Context: an optimization exercise on an open-source flow, tuned for small area, a short achievable clock period and few clock cycles. The choices shown serve that exercise and are no tape-out recipe. Only simulation tests tie the RTL to the original design; equivalence was not proved.

--- design.v ---
module interpolation (
    input           clk,
    input           RST,
    input           START,
    input   [5:0]   H0,
    input   [5:0]   V0,
    input   [3:0]   SW,
    input   [3:0]   SH,
    output          REN,
    input   [7:0]   R_DATA,
    output  [11:0]  ADDR,
    output  [7:0]   O_DATA,
    output          O_VALID
);
    parameter S_IDLE  = 3'd0;    
    parameter S_START = 3'd1;    
    parameter S_CALC  = 3'd2;    
    parameter S_ASK4  = 3'd3;    
    parameter S_ASK2  = 3'd4;    
    parameter S_FINISH= 3'd5;    
    reg [5:0] h0, h0_next;
    reg [5:0] v0, v0_next;
    reg [3:0] sw, sw_next;
    reg [3:0] sh, sh_next;
    reg [2:0] state, state_next;
    reg [2:0] counter, counter_next;
    reg ren, ren_next;
    reg [11:0] addr, addr_next;
    reg [7:0] o_data, o_data_next;
    reg o_valid, o_valid_next;
    assign REN = ren;
    assign ADDR = addr;
    assign O_DATA = o_data;
    assign O_VALID = o_valid;
    reg [4:0] o_h_index, o_h_index_next;
    reg [4:0] o_v_index, o_v_index_next;
    reg [7:0] left, left_next;
    reg [7:0] right, right_next;
    wire need_ask2;
    Need_ask2 need_ask2_inst(
        .o_h_index(o_h_index),
        .sw(sw),
        .need_ask2(need_ask2)
    );
    wire [3:0] i_h_index, i_v_index, i_v_next_index;
    Edge edge_h(
        .current_index(o_h_index),
        .size(sw),
        .out(i_h_index)
    );
    Edge edge_v(
        .current_index(o_v_index),
        .size(sh),
        .out(i_v_index)
    );
    Edge edge_v_next(
        .current_index(o_v_index + 5'b1),
        .size(sh),
        .out(i_v_next_index)
    );
    wire [7:0] left_interpolate, right_interpolate, middle_interpolate;
    Interpolate2 left_interpolate_inst(
        .o_index(o_v_index),
        .i_index(i_v_index),
        .size(sh),
        .A(left),
        .B(R_DATA),
        .out(left_interpolate)
    );
    Interpolate2 right_interpolate_inst(
        .o_index(o_v_index),
        .i_index(i_v_index),
        .size(sh),
        .A(right),
        .B(R_DATA),
        .out(right_interpolate)
    );
    Interpolate2 middle_interpolate_inst(
        .o_index(o_h_index),
        .i_index(i_h_index),
        .size(sw),
        .A(left),
        .B(right),
        .out(middle_interpolate)
    );
    always @(*) begin
        h0_next = h0;
        v0_next = v0;
        sw_next = sw;
        sh_next = sh;
        if (START) begin
            h0_next = H0;
            v0_next = V0;
            sw_next = SW;
            sh_next = SH;
        end
    end
    always @(*) begin
        state_next = state;
        case (state)
            S_IDLE: begin
                if (START)  state_next = S_START;
                else        state_next = S_IDLE;
            end
            S_START: state_next = S_ASK4;
            S_CALC: begin
                if(o_h_index == 15) begin
                    if(o_v_index == 16) state_next = S_FINISH;
                    else                state_next = S_ASK4;
                end
                else if(need_ask2 == 1) state_next = S_ASK2;
                else                    state_next = S_CALC;
            end
            S_ASK4: begin
                if(counter == 4)    state_next = S_CALC;
                else                state_next = S_ASK4;
            end
            S_ASK2: begin
                if(counter == 2)    state_next = S_CALC;
                else                state_next = S_ASK2;
            end
            S_FINISH: state_next = S_IDLE;
            default: state_next = state;
        endcase
    end
    always @(*) begin
        counter_next = 3'b0;
        case (state)
            S_ASK4: if(counter < 4) counter_next = counter + 1;
            S_ASK2: if(counter < 2) counter_next = counter + 1;
            default: counter_next = 3'b0;
        endcase
    end
    always @(*) begin
        o_h_index_next = o_h_index;
        case (state)
            S_IDLE: o_h_index_next = 5'b0;
            S_CALC: if(o_h_index < 16)                  o_h_index_next = o_h_index + 1;
            S_ASK4: if(counter == 0 && o_h_index == 16) o_h_index_next = 5'b0;
            default: o_h_index_next = o_h_index;
        endcase
    end
    always @(*) begin
        o_v_index_next = o_v_index;
        case (state)
            S_IDLE: o_v_index_next = 5'b0;
            S_ASK4: if(counter == 0 && o_h_index == 16) o_v_index_next = o_v_index + 1;
            default: o_v_index_next = o_v_index;
        endcase
    end
    reg [5:0] h_ask, v_ask;
    always @(*) begin
        h_ask = 7'b0;
        v_ask = 7'b0;
        ren_next = 1'b1;
        addr_next = addr;
        case (state)
            S_START: begin
                ren_next = 1'b0;
                h_ask = h0;
                v_ask = v0;
            end
            S_CALC: begin
                if(o_h_index == 15) begin
                    if(o_v_index < 16) begin
                        ren_next = 1'b0;
                        h_ask = h0;
                        v_ask = v0 + i_v_next_index - 1;
                    end
                end
                else if(need_ask2 == 1) begin
                    ren_next = 1'b0;
                    h_ask = h0 + i_h_index + 1;
                    v_ask = v0 + i_v_index - 1;
                end
            end
            S_ASK4: begin
                case(counter)
                    0: begin
                        if(o_v_index == 15) begin
                            ren_next = 1'b0;
                            h_ask = h0;
                            v_ask = v0 + sh - 1;
                        end
                        else begin
                            ren_next = 1'b0;
                            h_ask = h0;
                            v_ask = v0 + i_v_next_index;
                        end
                    end
                    1: begin
                        ren_next = 1'b0;
                        h_ask = h0 + 1;
                        v_ask = v0 + i_v_index - 1;
                    end
                    2: begin
                        ren_next = 1'b0;
                        h_ask = h0 + 1;
                        v_ask = v0 + i_v_index;
                    end
                endcase
            end
            S_ASK2: begin
                if(counter == 0)begin
                    ren_next = 1'b0;
                    h_ask = h0 + i_h_index;
                    v_ask = v0 + i_v_index;
                end
            end
            default: begin
                ren_next = 1'b1;
                h_ask = 7'b0;
                v_ask = 7'b0;
            end
        endcase
        addr_next = h_ask + (v_ask << 6);
    end
    always @(*) begin
        left_next = left;
        case (state)
            S_ASK4: begin
                case(counter)
                    1: left_next = R_DATA;  
                    2: left_next = left_interpolate;  
                endcase
            end
            S_ASK2: if(counter == 1) left_next = right;  
            default: left_next = left;
        endcase
    end
    always @(*) begin
        right_next = right;
        case (state)
            S_ASK4: begin
                case(counter)
                    3: right_next = R_DATA;  
                    4: right_next = right_interpolate;  
                endcase
            end
            S_ASK2: begin
                case(counter)
                    1: right_next = R_DATA;  
                    2: right_next = right_interpolate;  
                endcase
            end
            default: right_next = right;
        endcase
    end
    always @(*) begin
        o_valid_next = 1'b0;
        o_data_next = o_data;
        case (state)
            S_CALC: begin
                o_valid_next = 1'b1;
                o_data_next = middle_interpolate;
            end
            S_ASK4: begin
                if(counter == 0 && o_h_index == 16) begin
                    o_valid_next = 1'b1;
                    if(sw == 1) o_data_next = left;
                    else        o_data_next = right;       
                end
            end
            S_FINISH: begin
                o_valid_next = 1'b1;
                if(sw == 1) o_data_next = left;
                else        o_data_next = right; 
            end
            default: begin
                o_valid_next = 1'b0;
                o_data_next = o_data;
            end
        endcase
    end
    always @(posedge clk or posedge RST) begin
        if (RST) begin
            h0 <= 6'b0;
            v0 <= 6'b0;
            sw <= 4'b0;
            sh <= 4'b0;
            state <= S_IDLE;
            counter <= 3'b0;
            o_h_index <= 5'b0;
            o_v_index <= 5'b0;
            left <= 8'b0;
            right <= 8'b0;
            ren <= 1'b1;
            addr <= 12'b0;
            o_valid <= 1'b0;
            o_data <= 8'b0;
        end else begin
            h0 <= h0_next;
            v0 <= v0_next;
            sw <= sw_next;
            sh <= sh_next;
            state <= state_next;
            counter <= counter_next;
            o_h_index <= o_h_index_next;
            o_v_index <= o_v_index_next;
            left <= left_next;
            right <= right_next;
            ren <= ren_next;
            addr <= addr_next;
            o_valid <= o_valid_next;
            o_data <= o_data_next;
        end
    end
endmodule
module Need_ask2 (
    input [4:0] o_h_index,
    input [3:0] sw,
    output need_ask2
);
    wire [3:0] edgeNext, edgeCurr;
    Edge edge_next(
        .current_index(o_h_index + 5'b1),
        .size(sw),
        .out(edgeNext)
    );
    Edge edge_curr(
        .current_index(o_h_index),
        .size(sw),
        .out(edgeCurr)
    );
    assign need_ask2 = (edgeNext > edgeCurr) ? 1'b1 : 1'b0;
endmodule
module Edge (
    input [4:0] current_index,
    input [3:0] size,
    output [3:0] out
);
    assign out = (current_index == 16) ? size - 4'b1 : ((current_index * (size - 1)) >> 4) + 4'b1;
endmodule
module Interpolate2 (
    input [4:0] o_index,
    input [3:0] i_index,
    input [3:0] size,
    input [7:0] A,
    input [7:0] B,
    output [7:0] out
);
    wire [11:0] temp;
    assign temp = (B << 4) + ((i_index << 4) - o_index * (size - 4'b1)) * (A - B);
    assign out = temp >> 4;
endmodule
--- run.sh ---
#!/bin/bash
# synth_recipe.tcl (not shown) runs the flow's synth.tcl, then flattens the netlist and writes it again
# the make line also repeats each setting of config.mk as NAME=value (left out here)
make -C /OpenROAD-flow-scripts/flow DESIGN_CONFIG=/design/flow/config.mk WORK_HOME=/design/flow/orfs CLKGATE_MAP_FILE= SYNTH_SCRIPT=/design/flow/synth_recipe.tcl finish
--- config.mk ---
export PLATFORM = sky130hd
export DESIGN_NAME = interpolation
export DESIGN_NICKNAME = interpolation
export VERILOG_FILES = /design/flow/design.v
export SDC_FILE = /design/flow/constraint.sdc
export NUM_CORES = 4
export LEC_CHECK = 0
export CAP_MARGIN = 20
export CORE_MARGIN = 2
export CORE_UTILIZATION = 40
export PLACE_DENSITY = 0.6
export SLEW_MARGIN = 20
--- constraint.sdc ---
create_clock -name core_clock -period 12.0 [get_ports {clk}]
set_input_delay 2.4000 -clock core_clock [delete_from_list [all_inputs] [get_ports {clk}]]
set_output_delay 2.4000 -clock core_clock [all_outputs]
set_load 0.01 [all_outputs]
==> run summary <==
status=timing/DRC/antenna clean; critical path class=reg -> reg; met2 usage=33.1%; GRT Util Overall=20.3%; die area=45,800 um2; Clock Skew=18.1 ps; CP Capture Type=flip-flop; largest net degree at the start of global routing=75; Die W=214 um; proportion of synthesized chip area in sequential cells=10.5%; # setup viols final=0; synthesis-to-finish area growth=14.1%; total wire length=45,200 um; period utilization=96.4%; WL/cell=16.2 um; setup TNS=0 ps; vias per inst=5.09; met3 Use GR=1.99%; gr busiest metal=met2; Final Wtd Congestion=0.916; met1 usage=28.6%; syn_nets=2,585; CTS max path bufs=2; FP Rows=76; IO Pins=53; max-cap check violation count=0; Netlist cell types=70; fin cells=2,790; Post-DRT Antenna Nets=0; Worst Setup Start Kind=flip-flop; core box area=43,400 um2; post-route cell area=20,100 um2; critical-path maximum fanout=6; DP Area=19,300 um2; min Tclk post-route=11,570 ps; commonest cells in the netlist=inv_1 (420), fa_1 (230), ha_1 (228), nand2_1 (216), nor2_1 (145); Initial Util=40.7%; Skew-Pair Late Insertion Delay=370 ps; Syn Area/Cell=8.42 um2; drt first-iter violations=814; dpl cells=2,761; vias in the first global route=14,982; Async S/R FF share, synth=100%; Worst EP required=12,270 ps; EDFF count, synth=0; number of H-tree levels=3; Seq cells post-synth=74; Yosys warnings=1; Synth area leaders=fa_1 (26%), ha_1 (16%), dfrtp_1 (10%); Cells after Synth=2,096; Slew Viols, Final=0; first-pass GRT wire length=76,100 um; port bufs=52; Most common cell on crit path=fa_1; Worst Hold Class=reg -> reg; clock slew at reported path FFs=80 ps; Final Hold Fails=0; fin util=46.5%; clk sinks=74; share of the synthesized area in the top cell type=26.1%; share of layout cells above drive strength 1=9.61%; total grt overflow=0; Synth Flop Type=dfrtp_1; largest area contributor in the netlist=fa_1; mapped cell area=17,700 um2; top-count cell post-synth=inv_1; Buf/Inv on CP=11; Clock Tree Root=clkbuf_16; crit-path leading delay family=adder cells; HPWL Detailed=37,600 um; DRC viols=0; via count=14,209; slowest stage delay, CP=540 ps; initial antenna violation count=0; CTS tree=built; Initial DRT Pass Iterations=7; Die Height=214 um; Slew @ Worst Pin=943 ps; antenna fix cells=0; Slew headroom=36.9%; Inserted Clock Buffers=9; worst path arrival time=11,840 ps; setup slack, reg-to-reg=430 ps; fin nets=2,689; maximum clock rate=86.4 MHz; Slowest cell on crit path=fa_1
-- worst min-delay path, stage by stage (launching register included) --
cell and delay [ps]:
dfrtp_1 350, nand2_1 40, o21ai_0 60
-- logic make-up (layout without fill, tap and decap cells) --
kind of cell,after synthesis,in the layout,share of synthesized area [%]
DFF,74,74,10.5
buffers and inverters,476,585,10.2
xor gates and xnor gates,157,157,8.49
muxes,22,22,1.33
AOI/OAI and AO/OA,331,331,12.0
and+or+nand+nor,578,578,15.2
adders and majority gates,458,458,42.2
-- area by class of cell --
| class | instances | area, um2 |
|---|---|---|
| Multi-Input combinational cell | 1546 | 14400 |
| Clock inverter | 7 | 95.1 |
| Inverter | 423 | 1590 |
| Clock buffer | 9 | 225 |
| Tap cell | 585 | 732 |
| Timing Repair Buffer | 146 | 1230 |
| Sequential cell | 74 | 1850 |
| Fill cell | 4320 | 23200 |
-- state kept, by name (all words and copies together), names as in the netlist --
name and flops:
addr 12, state 3, sw 4, right 8, sh 4, left 8, o_valid 1, h0 6
o_v_index 5, ren 1, counter 3, o_h_index 5, o_data 8, v0 6
-- worst paths after layout --
path / to / depth (start not counted) / startpoint
worst max-delay path: left[7] / 49 / sh[0]
worst min-delay path: o_data[5] / 2 / o_data[5]
worst max register to register: left[7] / 49 / sh[0]
worst min register to register: o_data[5] / 2 / o_data[5]
max in group asynchronous: left[3] / 3 / RST
min in group asynchronous: o_data[4] / 3 / RST
-- routing by layer --
metal	vias to the layer above	wire (um)
met4	0	1090
li1	6845	-
met5	-	0
met3	60	1990
met1	6988	21200
met2	316	20900
-- through the flow --
| step | setup slack [ps] | hold slack, ps |
|---|---|---|
| after floorplan | 207 | 434 |
| after global routing | -154 | 517 |
| after global placement | 9.00 | 466 |
| final | 430 | 486 |
| after CTS | 23.1 | 495 |
| after detailed placement | -137 | 475 |
-- timing repair --
item / 4_1_cts / 5_1_grt
endpoints found under the hold margin: 0 / 0
setup buffers: 0 / 14
gates resized for setup: 7 / 73
endpoints found under the setup margin: 3 / 3
cloned: 0 / 0
pin swaps: 2 / 49
hold buffers: 0 / 0
-- layout by cell type, fill, tap and decap left out, types with 52 or more instances in the layout --
cell and instances:
inv_1 415, ha_1 213, nand2b_1 61, buf_4 92, dfrtp_1 72, xnor2_1 96, fa_1 227, nor2_1 144
clkdlybuf4s50_1 52, a21oi_1 66, nand2_1 216, o21ai_0 85
Testbench counts, summed over its fixed seeds: cycles 65,313.

[static timing again, ports no longer ideal]
In the flow no input, the clock included, has a driving cell. The finished layout below was timed again as built, in two steps.
Step 1: set_driving_cell puts a clkbuf_16 on clk and a buf_2 on each other input, an assumption about the parent block.
Step 2 moves the port delays by t, midway between the first and last clock arrival at a register: inputs arrive t later, outputs are due t later. That takes back most of the time a late clock gives input paths.
a / b / c = ideal / step 1 / step 2; a / b = the first two.
t (ns): 0.400
setup WS [ns]: 0.430 / 0.430 / 0.430
clock arrival spread, ns: 0.018 / 0.018
pins driven straight from the clock port: 1
After both steps this run still meets setup and hold. For this run, drivers alone change the setup slack by 0.000 ns; drivers and shift together by 0.000 ns.
